What follows belongs to an exercise in optimizing a design on an open flow for small area and a short achievable clock period; a production flow would make more cautious choices. At most, simulation tests tie the RTL to the original design; equivalence was not proved. Power and IR drop assume default switching activity.

Setup of fjord:
Design MULTI_32bit, start of the top module:
module MULTI_32bit(clk, rst, A, B, F);
  input clk, rst;
  input [31:0] A;
  input [31:0] B;
  output reg [31:0] F;
  reg r1_s;
  reg [7:0] r1_e;
  reg r1_c0_0;
  reg r1_c0_1;
  reg r1_c1_0;
  reg r1_c2_0;
  reg r1_c3_0;
  reg r1_c3_1;
  reg r1_c3_2;
  reg r1_c4_0;
  reg r1_c4_1;
  reg r1_c5_0;
  reg r1_c5_1;
  reg r1_c6_0;
  reg r1_c6_1;
  reg r1_c6_2;
  reg r1_c6_3;
  reg r1_c7_0;
  reg r1_c7_1;
  reg r1_c7_2;
  reg r1_c8_0;
  reg r1_c8_1;
  reg r1_c8_2;
  reg r1_c9_0;
  reg r1_c9_1;
  reg r1_c9_2;
  reg r1_c9_3;
  reg r1_c9_4;
  reg r1_c10_0;
  reg r1_c10_1;
  reg r1_c10_2;
  reg r1_c10_3;
  reg r1_c11_0;
  reg r1_c11_1;
  reg r1_c11_2;
  reg r1_c11_3;
  reg r1_c12_0;
  reg r1_c12_1;
  reg r1_c12_2;
  reg r1_c12_3;
  reg r1_c12_4;
  reg r1_c12_5;
  reg r1_c13_0;
  reg r1_c13_1;
  reg r1_c13_2;
  reg r1_c13_3;
  reg r1_c13_4;
  reg r1_c14_0;
  reg r1_c14_1;
  reg r1_c14_2;
  reg r1_c14_3;
  reg r1_c14_4;
  reg r1_c15_0;
  reg r1_c15_1;
  reg r1_c15_2;
  reg r1_c15_3;
  reg r1_c15_4;
  reg r1_c15_5;
  ...
Size: about 1900 cells after synthesis, about 98 I/O pins.
clock: 7.0 ns
lec_check: 0
abc_clock_period_in_ps: 2500
cap_margin: 20
core_margin: 2
core_utilization: 40
cts_buf_list: sky130_fd_sc_hd__clkbuf_8
setup_slack_margin: 4.2
slew_margin: 20
synth_hierarchical: 1
synth_minimum_keep_size: 0
standard.sh (not shown) runs the stock make flow with config.mk's settings and CLKGATE_MAP_FILE= SYNTH_SCRIPT=/design/flow/synth_recipe.tcl, a recipe that flattens the netlist after the stock synthesis.
==> flow/flow/run.sh <==
#!/bin/bash
# The standard layout, but with port buffers of a plain buffer cell
# (buffer_ports otherwise picks a delay cell, clkdlybuf4s50_1).
set -euo pipefail
export BUFFER_PORTS_ARGS="-buffer_cell sky130_fd_sc_hd__buf_4"
bash standard.sh > make_finish.log 2>&1
## Diff of input files: quartz against fjord
- swapping 4.2 for 4.3 in SETUP_SLACK_MARGIN
Findings:
Per the comparison of quartz with fjord, area inside the core boundary roughly the same; setup slack higher; internal power contribution roughly the same.
For fjord, the critical path launch point was B[19], unlike quartz, where it was r1_c26_6.
fa_2 as the slowest library cell on the worst path was reported by quartz, and ha_1 by fjord.
Part of the total power dissipated in the clock network: quartz vs fjord down 1.2 points
Diff quartz..fjord | global-route usage | negligible
Changes observed in quartz relative to fjord: count of non-CTS buffers in the layout decreased 2.8%; number of antenna violations at the first check in global routing moved down; total vias in the final route lost 0.76%.


MULTI_32bit, a different RTL version from the one above (not shown whole).
Size in the first run: ~1900 cells after synthesis.
export LEC_CHECK = 0
export ABC_CLOCK_PERIOD_IN_PS = 2500
export CAP_MARGIN = 20
export CORE_MARGIN = 2
export CORE_UTILIZATION = 40
export CTS_BUF_LIST = sky130_fd_sc_hd__clkbuf_16
export CTS_CLUSTER_DIAMETER = 80
export CTS_CLUSTER_SIZE = 30
export GPL_ROUTABILITY_DRIVEN = 0
export SETUP_SLACK_MARGIN = 4.3
export SLEW_MARGIN = 20
export SYNTH_HIERARCHICAL = 1
export SYNTH_MINIMUM_KEEP_SIZE = 0
create_clock -name core_clock -period 7.0 [get_ports {clk}]
Scripts as last shown in full above: flow/flow/run.sh
Next try:
- GPL_ROUTABILITY_DRIVEN: 0 -> default
Outcome: Total power stays the same. Cell area does not change. Setup slack is unchanged. Worst hold slack is unchanged. Utilization does not change. Count of clock-buffer cells in the layout is unchanged. Synthesized cell count is unchanged. Via count is unchanged. Cell count does not change. Routed wire length stays the same.
No run of this note included a check of the RTL's function; only the layout flow was run.


MULTI_32bit, a different RTL version from the one above (not shown whole).
Size in the first run: ~1900 cells after synthesis, about 400 flip-flops, ~98 I/O pins, roughly 22000 um2 of cells after synthesis.
export LEC_CHECK = 0
export ABC_CLOCK_PERIOD_IN_PS = 2500
export CAP_MARGIN = 20
export CORE_MARGIN = 2
export CORE_UTILIZATION = 60
export CTS_BUF_LIST = sky130_fd_sc_hd__clkbuf_8
export SETUP_SLACK_MARGIN = 4.5
export SLEW_MARGIN = 20
export SYNTH_HIERARCHICAL = 1
export SYNTH_MINIMUM_KEEP_SIZE = 0
create_clock -name core_clock -period 7.0 [get_ports {clk}]
Scripts as last shown in full above: flow/flow/run.sh
Edit:
--- a/flow/config.mk
+++ b/flow/config.mk
@@ -10,5 +10,5 @@
 export CORE_MARGIN = 2
-export CORE_UTILIZATION = 60
+export CORE_UTILIZATION = 40
 export CTS_BUF_LIST = sky130_fd_sc_hd__clkbuf_8
-export SETUP_SLACK_MARGIN = 4.5
+export SETUP_SLACK_MARGIN = 4.1
 export SLEW_MARGIN = 20
The new run finished with timing, DRC and antenna clean.
Via count decreases by roughly a tenth.
Routed wire length fell by roughly a tenth.
Sequential cell count does not change.


MULTI_32bit, a different RTL version from the one above (not shown whole).
Size: about 1800 cells after synthesis, about 98 I/O pins, roughly 22000 µm² of cells after synthesis.
export LEC_CHECK = 0
export ABC_CLOCK_PERIOD_IN_PS = 2500
export CAP_MARGIN = 20
export CORE_MARGIN = 2
export CORE_UTILIZATION = 50
export CTS_BUF_LIST = sky130_fd_sc_hd__clkbuf_16
export CTS_CLUSTER_DIAMETER = 80
export CTS_CLUSTER_SIZE = 30
export SETUP_SLACK_MARGIN = 4.35
export SLEW_MARGIN = 20
export SYNTH_HIERARCHICAL = 1
export SYNTH_MINIMUM_KEEP_SIZE = 0
create_clock -name core_clock -period 7.0 [get_ports {clk}]
Scripts as last shown in full above: flow/flow/run.sh
==> next run, changes <==
Settings changed: SETUP_SLACK_MARGIN 4.35 to 4.25.
Die area stays the same; utilization falls by 1.5 points; clock skew barely changes; first-iteration DRC count went up by about a fifth; flip-flop and latch count stays the same; worst setup slack improved by 0.013 ns; sequential share of layout area rises by 0.80 points; cell area falls by a few percent; total power decreases slightly; global-route usage is lower by 0.16 points.

==> static timing again, ports no longer ideal <==
No port has a modelled driver above. Below, the same layouts with a new extraction and two added sets of constraints. Step 1 sets driving cells, clkbuf_16 on the clock port and buf_2 on the other inputs (assumed; they add their load-dependent delay and slew). Step 2, shift: input delay + t, output delay - t, t = (earliest + latest rising clock arrival at the registers) / 2. This alone moves slack from input paths to output paths. a / b / c = no drivers / after step 1 / after step 2; a / b = the first two.
run	t, ns	setup WS [ns]	hold slack, ns	worst data-port slew with drivers (ns)	pins driven straight from the clock port
fjord	0.687	4.189 / 4.209 / 3.522	0.325 / 0.325 / 0.325	0.08	1
quartz	0.655	4.295 / 4.295 / 3.682	0.326 / 0.326 / 0.326	0.07	1
the first run of note 2	0.633	4.310 / 4.310 / 3.708	0.335 / 0.335 / 0.335	0.08	1
the second run of note 2	0.633	4.310 / 4.310 / 3.708	0.335 / 0.335 / 0.335	0.08	1
the first run of note 3	0.684	4.204 / 4.204 / 3.789	0.323 / 0.323 / 0.323	0.17	1
the second run of note 3	0.686	4.089 / 4.103 / 3.417	0.321 / 0.321 / 0.321	0.07	1
the first run of note 4	0.630	4.277 / 4.277 / 3.767	0.333 / 0.333 / 0.333	0.07	1
the second run of note 4	0.645	4.289 / 4.313 / 3.669	0.332 / 0.332 / 0.332	0.07	1
After both steps setup and hold are still met in every run listed. For the second run of note 3, which loses most, drivers alone change the setup slack by +0.014 ns; drivers and shift together by -0.672 ns.
